Context: an optimization exercise on an open-source flow, tuned for small area and a short achievable clock period. The choices shown serve that exercise and are no tape-out recipe.
Only simulation tests tie the RTL to the original design; equivalence was not proved.
Power is estimated from default activity; no workload was simulated.

File: flow/config.mk
export PLATFORM = sky130hd
export DESIGN_NAME = CPU
export DESIGN_NICKNAME = CPU
export VERILOG_FILES = /design/flow/design.v
export SDC_FILE = /design/flow/constraint.sdc
export NUM_CORES = 4
export LEC_CHECK = 0
export CAP_MARGIN = 20
export CORE_MARGIN = 2
export CORE_UTILIZATION = 40
export SETUP_SLACK_MARGIN = 0.2
export SLEW_MARGIN = 20
File: flow/constraint.sdc
create_clock -name core_clock -period 14.0 [get_ports {clk}]
set_input_delay 2.8000 -clock core_clock [delete_from_list [all_inputs] [get_ports {clk}]]
set_output_delay 2.8000 -clock core_clock [all_outputs]
set_load 0.01 [all_outputs]
File: flow/design.v
`timescale 1ns / 1ps
module ALU( input wire [31:0] in1,input [31:0] in2 , output reg [31:0] out, input wire [5:0] opcode
    );
always@(in1 or in2 or opcode)
begin
	case (opcode)
		6'b000000: out<=in2;  
		6'b000100: if (in1 == in2)begin out <= 32'b1;end else begin out<= 32'b0; end 
		6'b000101: if ($signed(in1) != $signed(in2))begin out <= 32'b1;end else begin out<= 32'b0; end 
		6'b000110: if ($signed(in1) < $signed(in2))begin out <= 32'b1;end else begin out<= 32'b0; end 
		6'b000111: if ($signed(in1) >= $signed(in2))begin out <= 32'b1;end else begin out<= 32'b0; end 
		6'b001000: if (in1 < in2)begin out <= 32'b1;end else begin out<= 32'b0; end 
		6'b001001: if (in1 >= in2)begin out <= 32'b1;end else begin out<= 32'b0; end 
		6'b001010: out<= in1+in2; 
		6'b001011: out<= in1+in2; 
		6'b001100: out<= in1+in2; 
		6'b001101: out<= in1+in2; 
		6'b001110: out<= in1+in2; 
		6'b001111: out<= in1+in2; 
		6'b010000: out<= in1+in2; 
		6'b010001: out<= in1+in2; 
		6'b010010: out<= in1+in2; 
		6'b010011: out<= $signed(in1)<$signed(in2); 
		6'b010100: out<= in1<in2; 
		6'b010101: out<= in1^in2; 
		6'b010110: out<= in1|in2; 
		6'b010111: out<= in1&in2; 
		6'b011000: out<= in1<<in2; 
		6'b011001: out<= in1>>in2; 
		6'b011010: out<= $signed(in1) >>> in2; 
		6'b011011: out<= in1+in2; 
		6'b011100: out<= in1-in2; 
		6'b011101: out<= in1<<in2; 
		6'b011110: out<= $signed(in1)<$signed(in2); 
		6'b011111: out<= in1<in2; 
		6'b100000: out<= in1^in2; 
		6'b100001: out<= in1>>in2; 
		6'b100010: out<= $signed(in1) >>> in2; 
		6'b100011: out<= in1|in2; 
		6'b100100: out<= in1&in2; 
		default out<=0;
	endcase
end
endmodule
`timescale 1ns / 1ps
module decoder(input wire[31:0]instr, output reg[5:0] opcode, output reg[4:0] rs1,output reg[4:0]rs2,output reg[31:0]imm,
output reg[4:0] rd );
always @(*)
begin
if (instr[6:0]== 7'b0110111 )  
begin 
	rd<=instr[11:7];rs1<=5'b0;rs2<=5'b0;
	imm <= instr & 32'hfffff000;
	opcode<= 6'b000000;
end
else if (instr[6:0]== 7'b0010111 )  
begin 
	rd<=instr[11:7];rs1<=5'b0;rs2<=5'b0;
	imm <= instr & 32'hfffff000;
	opcode<= 6'b000001;
end
else if (instr[6:0]== 7'b1101111 )  
begin 
	rd<=instr[11:7];rs1<=5'b0;rs2<=5'b0;
	imm <= {{12{instr[31]}},instr[19:12],instr[20],instr[30:21],1'b0};
	opcode<= 6'b000010;
end
else if (instr[6:0]== 7'b1100111 && instr[14:12]==3'b000)  
begin 
	rd<=instr[11:7]; rs1<=instr[19:15];rs2<=5'b0;
	imm <= {{20{instr[31]}},instr[31:20]};
	opcode<= 6'b000011;
end
else if (instr[6:0]== 7'b1100011 && instr[14:12]==3'b000 )  
begin 
	rs2<=instr[24:20];rs1<=instr[19:15];rd<=5'b0;
	imm <= {{19{instr[31]}},instr[31],instr[7],instr[30:25],instr[11:8],1'b0};
	opcode<= 6'b000100;
end
else if (instr[6:0]== 7'b1100011 && instr[14:12]==3'b001 )  
begin 
	rs2<=instr[24:20];rs1<=instr[19:15];rd<=5'b0;
	imm <= {{20{instr[31]}},instr[7],instr[30:25],instr[11:8],1'b0};
	opcode<= 6'b000101;
end
else if (instr[6:0]== 7'b1100011 && instr[14:12]==3'b100 )  
begin 
	rs2<=instr[24:20];rs1<=instr[19:15];rd<=5'b0;
	imm <= {{20{instr[31]}},instr[7],instr[30:25],instr[11:8],1'b0};
	opcode<= 6'b000110;
end
else if (instr[6:0]== 7'b1100011 && instr[14:12]==3'b101 )  
begin 
	rs2<=instr[24:20];rs1<=instr[19:15];rd<=5'b0;
	imm <= {{20{instr[31]}},instr[7],instr[30:25],instr[11:8],1'b0};
	opcode<= 6'b000111;
end
else if (instr[6:0]== 7'b1100011 && instr[14:12]==3'b110 )  
begin 
	rs2<=instr[24:20];rs1<=instr[19:15];rd<=5'b0;
	imm <= {{20{instr[31]}},instr[7],instr[30:25],instr[11:8],1'b0};
	opcode<= 6'b001000;
end
else if (instr[6:0]== 7'b1100011 && instr[14:12]==3'b111 )  
begin 
	rs2<=instr[24:20];rs1<=instr[19:15];rd<=5'b0;
	imm <= {{20{instr[31]}},instr[7],instr[30:25],instr[11:8],1'b0};
	opcode<= 6'b001001;
end
else if (instr[6:0]== 7'b0000011 && instr[14:12]==3'b000 )  
begin 
	rd<=instr[11:7];rs1<=instr[19:15];rs2<=5'b0;
	imm <= {{20{instr[31]}},instr[31:20]};
	opcode<= 6'b001010;
end
else if (instr[6:0]== 7'b0000011 && instr[14:12]==3'b001 )  
begin 
	rd<=instr[11:7];rs1<=instr[19:15];rs2<=5'b0;
	imm <= {{20{instr[31]}},instr[31:20]};
	opcode<= 6'b001011;
end
else if (instr[6:0]== 7'b0000011 && instr[14:12]==3'b010 )  
begin 
	rd<=instr[11:7];rs1<=instr[19:15];rs2<=5'b0;
	imm <= {{20{instr[31]}},instr[31:20]};
	opcode<= 6'b001100;
end
else if (instr[6:0]== 7'b0000011 && instr[14:12]==3'b100 )  
begin 
	rd<=instr[11:7];rs1<=instr[19:15];rs2<=5'b0;
	imm <= {{20{instr[31]}},instr[31:20]};
	opcode<= 6'b001101;
end
else if (instr[6:0]== 7'b0000011 && instr[14:12]==3'b101 )  
begin 
	rd<=instr[11:7];rs1<=instr[19:15];rs2<=5'b0;
	imm <= {{20{instr[31]}},instr[31:20]};
	opcode<= 6'b001110;
end
else if (instr[6:0]== 7'b0100011 && instr[14:12]==3'b000 )  
begin 
	rs2<=instr[24:20];rs1<=instr[19:15];rd<=5'b0;
	imm <= {{20{instr[31]}},instr[31:25],instr[11:7]};
	opcode<= 6'b001111;
end
else if (instr[6:0]== 7'b0100011 && instr[14:12]==3'b001 )  
begin 
	rs2<=instr[24:20];rs1<=instr[19:15];rd<=5'b0;
	imm <= {{20{instr[31]}},instr[31:25],instr[11:7]};
	opcode<= 6'b010000;
end
else if (instr[6:0]== 7'b0100011 && instr[14:12]==3'b010 )  
begin 
	rs2<=instr[24:20];rs1<=instr[19:15];rd<=5'b0;
	imm <= {{20{instr[31]}},instr[31:25],instr[11:7]};
	opcode<= 6'b010001;
end
else if (instr[6:0]== 7'b0010011 && instr[14:12]==3'b000 )  
begin 
	rd<=instr[11:7];rs1<=instr[19:15];rs2<=5'b0;
	imm <= {{20{instr[31]}},instr[31:20]};
	opcode<= 6'b010010;
end
else if (instr[6:0]== 7'b0010011 && instr[14:12]==3'b010 )  
begin 
	rd<=instr[11:7];rs1<=instr[19:15];rs2<=5'b0;
	imm <= {{20{instr[31]}},instr[31:20]};
	opcode<= 6'b010011;
end
else if (instr[6:0]== 7'b0010011 && instr[14:12]==3'b011 )  
begin 
	rd<=instr[11:7];rs1<=instr[19:15];rs2<=5'b0;
	imm <= {{20'b0},instr[31:20]};
	opcode<= 6'b010100;
end
else if (instr[6:0]== 7'b0010011 && instr[14:12]==3'b100 )  
begin 
	rd<=instr[11:7];rs1<=instr[19:15];rs2<=5'b0;
	imm <= {{20'b0},instr[31:20]};
	opcode<= 6'b010101;
end
else if (instr[6:0]== 7'b0010011 && instr[14:12]==3'b110 )  
begin 
	rd<=instr[11:7];rs1<=instr[19:15];rs2<=5'b0;
	imm <= {{20'b0},instr[31:20]};
	opcode<= 6'b010110;
end
else if (instr[6:0]== 7'b0010011 && instr[14:12]==3'b111 )  
begin 
	rd<=instr[11:7];rs1<=instr[19:15];rs2<=5'b0;
	imm <= {{20'b0},instr[31:20]};
	opcode<= 6'b010111;
end
else if (instr[6:0]== 7'b0010011 && instr[14:12]==3'b001 )  
begin 
	rd<=instr[11:7];rs1<=instr[19:15];rs2<=5'b0;
	imm <= {27'b0,instr[24:20]};
	opcode<= 6'b011000;
end
else if (instr[6:0]== 7'b0010011 && instr[14:12]==3'b101 && instr[31:25]==7'b0000000 )  
begin 
	rd<=instr[11:7];rs1<=instr[19:15];rs2<=5'b0;
	imm <= {27'b0,instr[24:20]};
	opcode<= 6'b011001;
end
else if (instr[6:0]== 7'b0010011 && instr[14:12]==3'b101 && instr[31:25]==7'b0100000 )  
begin 
	rd<=instr[11:7];rs1<=instr[19:15];rs2<=5'b0;
	imm <= {27'b0,instr[24:20]};
	opcode<= 6'b011010;
end
else if (instr[6:0]== 7'b0110011 && instr[14:12]==3'b000 && instr[31:25]==7'b0000000 )  
begin 
	rd<=instr[11:7];rs1<=instr[19:15];rs2 <= instr[24:20];imm<=32'b0;
	opcode<= 6'b011011;
end
else if (instr[6:0]== 7'b0110011 && instr[14:12]==3'b000 && instr[31:25]==7'b0100000 )  
begin 
	rd<=instr[11:7];rs1<=instr[19:15];rs2 <= instr[24:20];imm<=32'b0;
	opcode<= 6'b011100;
end
else if (instr[6:0]== 7'b0110011 && instr[14:12]==3'b001 && instr[31:25]==7'b0000000 )  
begin 
	rd<=instr[11:7];rs1<=instr[19:15];rs2 <= instr[24:20];imm<=32'b0;
	opcode<= 6'b011101;
end
else if (instr[6:0]== 7'b0110011 && instr[14:12]==3'b010 && instr[31:25]==7'b0000000 )  
begin 
	rd<=instr[11:7];rs1<=instr[19:15];rs2 <= instr[24:20];imm<=32'b0;
	opcode<= 6'b011110;
end
else if (instr[6:0]== 7'b0110011 && instr[14:12]==3'b011 && instr[31:25]==7'b0000000 )  
begin 
	rd<=instr[11:7];rs1<=instr[19:15];rs2 <= instr[24:20];imm<=32'b0;
	opcode<= 6'b011111;
end
else if (instr[6:0]== 7'b0110011 && instr[14:12]==3'b100 && instr[31:25]==7'b0000000 )  
begin 
	rd<=instr[11:7];rs1<=instr[19:15];rs2 <= instr[24:20];imm<=32'b0;
	opcode<= 6'b100000;
end
else if (instr[6:0]== 7'b0110011 && instr[14:12]==3'b101 && instr[31:25]==7'b0000000 )  
begin 
	rd<=instr[11:7];rs1<=instr[19:15];rs2 <= instr[24:20];imm<=32'b0;
	opcode<= 6'b100001;
end
else if (instr[6:0]== 7'b0110011 && instr[14:12]==3'b101 && instr[31:25]==7'b0100000 )  
begin 
	rd<=instr[11:7];rs1<=instr[19:15];rs2 <= instr[24:20];imm<=32'b0;
	opcode<= 6'b100010;
end
else if (instr[6:0]== 7'b0110011 && instr[14:12]==3'b110 && instr[31:25]==7'b0000000 )  
begin 
	rd<=instr[11:7];rs1<=instr[19:15];rs2 <= instr[24:20];imm<=32'b0;
	opcode<= 6'b100011;
end
else if (instr[6:0]== 7'b0110011 && instr[14:12]==3'b111 && instr[31:25]==7'b0000000 )  
begin 
	rd<=instr[11:7];rs1<=instr[19:15];rs2 <= instr[24:20];imm<=32'b0;
	opcode<= 6'b100100;
end
else begin rd<=5'b0;rs1<=5'b0;rs2<=5'b0;opcode<=6'b111111;imm<=32'b0;end
end
endmodule
`timescale 1ns / 1ps
module rf_file(input clk,input wire [4:0] rs1,input wire [4:0] rs2,input wire [4:0] rd,input we,input wire [31:0] indata,output wire [31:0] x31,rv1,rv2);
reg [31:0] rfmem[31:0]; 
assign rv1 = (rs1 == 5'd0) ? 32'b0 : rfmem[rs1];  
assign rv2 = (rs2 == 5'd0) ? 32'b0 : rfmem[rs2];
assign x31 = rfmem[31];
always @(posedge clk)  
	begin 
	if (we && (rd != 0))
		begin 
			rfmem[rd]<= indata;
		end
	end
endmodule
`timescale 1ns / 1ps
module CPU(
    input clk,
    input reset,
    output reg [31:0] iaddr,   
    input [31:0] idata,    
    output reg[31:0]  daddr,   
    input [31:0] drdata,   
    output reg[31:0] dwdata,  
    output reg[3:0] we,       
    output [31:0] x31,
    output [31:0] pc
);
wire[31:0] imm;
wire [5:0] opcode;
wire [4:0] rs1,rs2,rd;
wire [31:0] rv1;
wire [31:0] rv2;
wire[31:0] alu_out;
reg [31:0] alu_rv2;
reg we_rf;
reg[31:0]rf_win;
reg [31:0] rv2_buff;
decoder d1(.instr(idata),.rs1(rs1),.rs2(rs2),.rd(rd),.imm(imm),.opcode(opcode));
ALU a1(.in1(rv1),.in2(alu_rv2),.opcode(opcode),.out(alu_out));
rf_file rf1(.x31(x31),.clk(clk),.rs1(rs1),.rs2(rs2),.rd(rd),.we(we_rf),.indata(rf_win),.rv1(rv1),.rv2(rv2));
assign pc = iaddr;
always @(*)begin
if ((opcode>=4 && opcode <=9) || (opcode>=27) )begin alu_rv2<=rv2; end
else begin alu_rv2<= imm; end
if (idata[6:0] == 7'b1100011 || idata[6:0] == 7'b0100011) begin we_rf<= 1'b0; end
else begin we_rf<=1'b1; end
case (opcode)
6'b001111 : if (alu_out[1:0] ==2'b00 )begin we<=4'b0001;end
				else if (alu_out[1:0] ==2'b01 )begin we<=4'b0010;end
				else if (alu_out[1:0] ==2'b10 )begin we<=4'b0100;end
				else begin we<=4'b1000;end
6'b010000 : if (alu_out[1] ==1'b0 )begin we<=4'b0011;end
				else begin we<=4'b1100;end
6'b010001 : we<= 4'b1111; 				
default : we <= 4'b0;
endcase
	case(opcode)
		6'b000001 : rf_win <= iaddr + imm;
		6'b000010 : rf_win <= iaddr + 4;	
		6'b000011 : rf_win <= iaddr + 4;
		6'b001010 : if (daddr[1:0]==2'b00)rf_win <= {{24{drdata[7]}},drdata[7:0]} ;
						else if (daddr[1:0]==2'b01)rf_win <= {{24{drdata[15]}},drdata[15:8]} ;
						else if (daddr[1:0]==2'b10)rf_win <= {{24{drdata[23]}},drdata[23:16]} ;
						else rf_win <= {{24{drdata[31]}},drdata[31:24]} ;
		6'b001011 :	if (daddr[1]==1'b0)rf_win <= {{16{drdata[15]}},drdata[15:0]} ;
						else rf_win <= {{16{drdata[31]}},drdata[31:16]} ;
		6'b001100 : rf_win<= drdata;	
		6'b001101 : if (daddr[1:0]==2'b00)rf_win <= {24'b0,drdata[7:0]} ;
						else if (daddr[1:0]==2'b01)rf_win <= {24'b0,drdata[15:8]} ;
						else if (daddr[1:0]==2'b10)rf_win <= {24'b0,drdata[23:16]} ;
						else rf_win <= {24'b0,drdata[31:24]} ;
		6'b001110 :	if (daddr[1]==1'b0)rf_win <= {16'b0,drdata[15:0]} ;
						else rf_win <= {16'b0,drdata[31:16]} ;		
		default : rf_win <= alu_out;			
	endcase
case(opcode) 
	6'b001111 : rv2_buff <= {4{rv2[7:0]}};    
	6'b010000 : rv2_buff <= {2{rv2[15:0]}};   
	default : rv2_buff <= rv2 ;
endcase
dwdata<= rv2_buff; 
daddr<= alu_out; 
end
always @(posedge clk )
begin 
	if (reset == 1'b0)begin 
	case (opcode)
		6'b000010 : iaddr <= iaddr + imm;
		6'b000011 : iaddr <= rv1+ imm;
		6'b000100 : if (alu_out==32'b1)begin iaddr<= iaddr + imm;end 
						else begin iaddr<= iaddr +4;end
		6'b000101 : if (alu_out==32'b1)begin iaddr<= iaddr + imm;end 
						else begin iaddr<= iaddr +4;end
		6'b000110 : if (alu_out==32'b1)begin iaddr<= iaddr + imm;end 
						else begin iaddr<= iaddr +4;end
		6'b000111 : if (alu_out==32'b1)begin iaddr<= iaddr + imm;end 
						else begin iaddr<= iaddr +4;end
		6'b001000 : if (alu_out==32'b1)begin iaddr<= iaddr + imm;end 
						else begin iaddr<= iaddr +4;end
		6'b001001 : if (alu_out==32'b1)begin iaddr<= iaddr + imm;end 
						else begin iaddr<= iaddr +4;end
		default : iaddr <= iaddr + 4;
	endcase
	end
	else begin iaddr <= 32'b0;end
end
endmodule 
File: flow/run.sh
#!/bin/bash
# synth_recipe.tcl (not shown) runs the flow's synth.tcl, then flattens the netlist and writes it again
# the make line also repeats each setting of config.mk as NAME=value (left out here)
make -C /OpenROAD-flow-scripts/flow DESIGN_CONFIG=/design/flow/config.mk WORK_HOME=/design/flow/orfs CLKGATE_MAP_FILE= SYNTH_SCRIPT=/design/flow/synth_recipe.tcl finish
==> run summary <==
Yosys cell counts, types with 31 or more instances:
library cell	instances	share of area, %
a21oi_1	452	3.2
clkbuf_1	277	1.5
edfxtp_1	1014	44
a22oi_1	78	0.84
and2_1	42	0.38
a221o_1	41	0.59
o21ai_1	49	0.35
mux2_2	109	1.8
nor3_1	177	1.3
nor4_1	55	0.49
a22o_1	33	0.41
ha_1	157	2.8
nand4_1	48	0.43
o31ai_1	45	0.48
a211o_1	34	0.43
a31oi_1	92	0.83
xnor2_1	71	0.89
nor2_1	458	2.5
nand2b_1	51	0.46
nor2b_1	48	0.43
nand2_1	537	2.9
o211ai_1	107	1.2
o21a_1	40	0.43
mux4_2	62	2.0
or3_1	34	0.31
o221ai_1	57	0.72
and3_1	89	0.80
inv_1	186	1.0
a21o_1	69	0.74
buf_1	45	0.24
a211oi_1	156	1.7
o22ai_1	124	1.1
buf_2	157	1.1
mux2i_1	492	7.1
a2111oi_0	44	0.55
buf_4	66	0.71
dfxtp_1	32	0.92
o21ai_0	285	2.0
xor2_1	31	0.39
a221oi_1	117	1.5
nand3_1	174	1.3
what timing repair did:
item	CTS	global route
endpoints found under the hold margin	0	0
endpoints found under the setup margin	15	16
gates cloned	0	1
buffers inserted	4	14
resized for setup	25	62
pin swaps	5	16
sequential cells by signal, summed over array words and instances (netlist names):
signal     count
rf1.rfmem   1014
iaddr         32
worst max-delay path by stage:
| stage | startpoint | to | slack, ns | depth (start not counted) |
|---|---|---|---|---|
| finish | idata[26] | daddr[26] | 0.18 | 32 |
| global route | idata[26] | daddr[26] | 0.19 | 33 |
| floorplan | idata[6] | daddr[31] | 1.34 | 31 |
| global placement | idata[6] | daddr[28] | -0.72 | 30 |
| CTS | idata[14] | daddr[31] | 0.20 | 34 |
| detailed placement | idata[6] | daddr[31] | -0.44 | 36 |
metal layers:
metal | part of all wire [%] | routed length (um) | GRT usage, %
met1 | 33 | 158000 | 58.61
met2 | 42 | 196200 | 74.62
met3 | 13 | 59540 | 17.30
met4 | 12 | 57790 | 49.38
met5 | 0.097 | 457 | 0.3226
power breakdown:
group	internal, W	leakage, nW	switching [W]	total, W
Combinational	0.000337	20.7	0.000699	0.00104
Sequential	0.00342	9.86	0.00000645	0.00343
Clock	0.00189	1.96	0.00147	0.00337
critical path, delay by kind of cell:
family / cells / cell delay (ns)
fa+ha+maj: 1 / 0.20
compound gates: 12 / 3.23
simple gates: 8 / 1.73
buf+inv: 11 / 3.01
layout make-up:
cell class,instances,share of cell area (%)
Clock inverter,96,1.300
Clock buffer,129,3.455
Multi-Input combinational cell,5016,41.75
Timing Repair Buffer,1343,13.60
Antenna cell,27,0.07742
Tap cell,2325,3.333
Inverter,200,0.8631
Sequential cell,1046,35.62
per-stage QoR:
stage                     std cells  setup TNS [ns]  hold WS (ns)  worst slack, ns  cell area (um2)
after detailed placement       9908          -1.391        0.6073          -0.4373            82460
after CTS                     10140               0        0.6220           0.1993            86770
after global placement         9907          -1.949        0.5988          -0.7191            82420
after floorplan                6820               0        0.5346            1.342            69740
after global routing          10160               0        0.6583           0.1941            87210
final                         10180               0        0.6183           0.1785            87270
kinds of logic after synthesis:
group           share of synthesized area [%]
mux                                     10.84
simple gates                            12.66
compound gates                          22.78
xor+xnor                                1.282
other cells                          0.005383
flops                                   44.63
buf+inv                                 4.865
fa+ha+maj                               2.949
==> metrics.sh <==
P_LEAK_nW=32.51
RSZ0062_AT_GRT='false'
SYN_AREA_UM2=69660
HOLDCRITSTARTPOINT='iaddr[0]'
DRIVE_ABOVE_1_SHARE_PCT=22.40
MIN_PATH_CELLS=2
REPORT.FINAL.SLEW_VIOL_COUNT=0
VIAS=74320
SITE_ROW_COUNT=153
CTS_BUFFERS=118
DIEAREA_UM2=177500
SETUP_SKEW_AFTER_LAYOUT_NS=0.09480
AVGSYNTHCELLAREA_UM2=10.25
FILLCELLCOUNT=15960
MOST-COMMON-LAYOUT-CELLS='1014 x edfxtp_1, 1009 x buf_4, 535 x nand2_1'
ANTENNA_VIOLATING_NETS_LEFT=0
DIE_HEIGHT_UM=421.3
TIMING.FINAL.HOLD_VIOLATIONS=0
REG2REG_TO='rf1.rfmem[6][26]'
VIAS_PER_CELL=7.299
CRITICAL_PATH.MOST_COMMON_CELL='buf_4'
STATUS='complete, no violations'
MULTI_INPUT_COMB_AREA_UM2=36440
TIMING.CRITICAL_PATH.ARRIVAL_NS=11.02
CRITPATHLAUNCHTYPE='primary input'
FINAL_NETS=7952
REQUIRED_NS=11.20
ANTENNA_FOUND_INITIAL=39
FINAL_MIN_PERIOD_OVER_CLOCK_PERIOD_PCT=98.72
MAX-VDD-IR-DROP_mV=0.1112
FF2FF_PATH_DEPTH=25
CTS_MAX_LEVEL=3
YOSYSWARNINGS=4
SYNTH_SEQ_AREA_SHARE_PCT=44.63
IO_BUFFER_COUNT=229
TOP_FF_CELL_SYNTH='edfxtp_1'
GR-USAGE-ALL-LAYERS_PCT=51.30
OVERFLOW=0
SETUP_VIOL=0
MAXCLOCKFREQUENCY_GHz=0.07235
POWER_PER_CELL_AREA_nW_PER_UM2=89.74
FLOORPLAN.INITIALDENSITY_PCT=40.17
R2R_START='rf1.rfmem[31][0]'
DETAILEDPLACEMENTHPWL_UM=343800
CTS-ROOT-TO-SINK-BUFFERS=3
POSTSYNTHCELLCOUNT=6799
CRITICALPATHCATEGORY='in2out'
IOS=230
CTS.ROOT.BUFFER_CELL='clkbuf_16'
FLIP_FLOP_AND_LATCH_COUNT_AFTER_SYNTHESIS=1046
CTS.REPORTEDPATHS.CLKPINSLEW_NS=0.07
CORE-AREA_UM2=173400
WHS_ENDPOINT='iaddr[0]'
DRT_FIRST_ITER_VIOLATIONS=13110
POST_SYNTH_NUM_CELL_TYPES=126
REG2REG_SETUP_SLACK_NS=5.16
DRTPASS1ITERATIONS=7
PERIOD_NEEDED_NS=13.82
FIN_TOTAL_PWR_W=0.007832
YS_ASYNC_SR_FRACTION_PCT=0
DRV.MAX_CAP_VIOLATION_COUNT=0
CTS_NUM_SINKS=1046
SEQCELLAREA_UM2=31090
POST-ROUTE-DRC-COUNT=0
MAXSLEWHEADROOM_PCT=15.72
DIE_EXTENT_IN_X_UM=421.3
MAXIMUM_NUMBER_OF_PINS_ON_ONE_NET_BEFORE_GLOBAL_ROUTE_REPAIR=87
ROUTED_WIRE_LENGTH_PER_INSTANCE_UM=46.35
WORSTMARGINPINSLEW_NS=1.251
FINALWEIGHTEDCONGESTION=1.074
SYNTH_ENABLE_FLOP_CELLS=1014
COMMONEST_NON_FILL_NON_TAP_CELL_IN_THE_LAYOUT='edfxtp_1'
CLOCK_TREE_FROM_TRITONCTS='yes'
FIRST_GLOBAL_VIAS=69030
LAYOUT-AREA-OVERHEAD-VS-SYNTH_PCT=25.28
HOLD_PATH.CLASS='reg2reg'
FINISH.UTILIZATION_PCT=50.32
WORSTSKEWPAIRLATENCY_NS=0.87
CP-END-KIND='primary output'
FIRST_PASS_GRT_WIRE_LENGTH_UM=621100
CTS-HOLD-FIX-BUFFERS=0
TIMING.CRITICAL_PATH.SLOWEST_CELL_DELAY_NS=0.64
CRIT_FANOUT=25
ROUTE.FINAL.WIRE_LENGTH_UM=472000
WORST_PATH_MAX_DELAY_CELL='clkdlybuf4s50_1'

what the ideal ports hide:
The flow's constraints put no driver on any port. The routed layout listed below was extracted and timed again, unchanged, in two steps.
Step 1: set_driving_cell puts a clkbuf_16 on clk and a buf_2 on each other input, an assumption about the parent block.
Step 2 also shifts input and output timing later by t, the mid clock arrival at the registers, as if the neighbouring blocks saw the same clock.
a / b / c = ideal / step 1 / step 2; a / b = the first two.
t (ns): 0.916
setup slack, ns: 0.179 / 0.152 / 0.152
hold slack, ns: 0.618 / 0.618 / 0.618
worst register clock-pin slew, ns: 0.08 / 0.08
pins driven straight from the clock port: 1
After both steps this run still meets setup and hold. For this run, drivers alone change the setup slack by -0.027 ns; drivers and shift together by -0.027 ns.
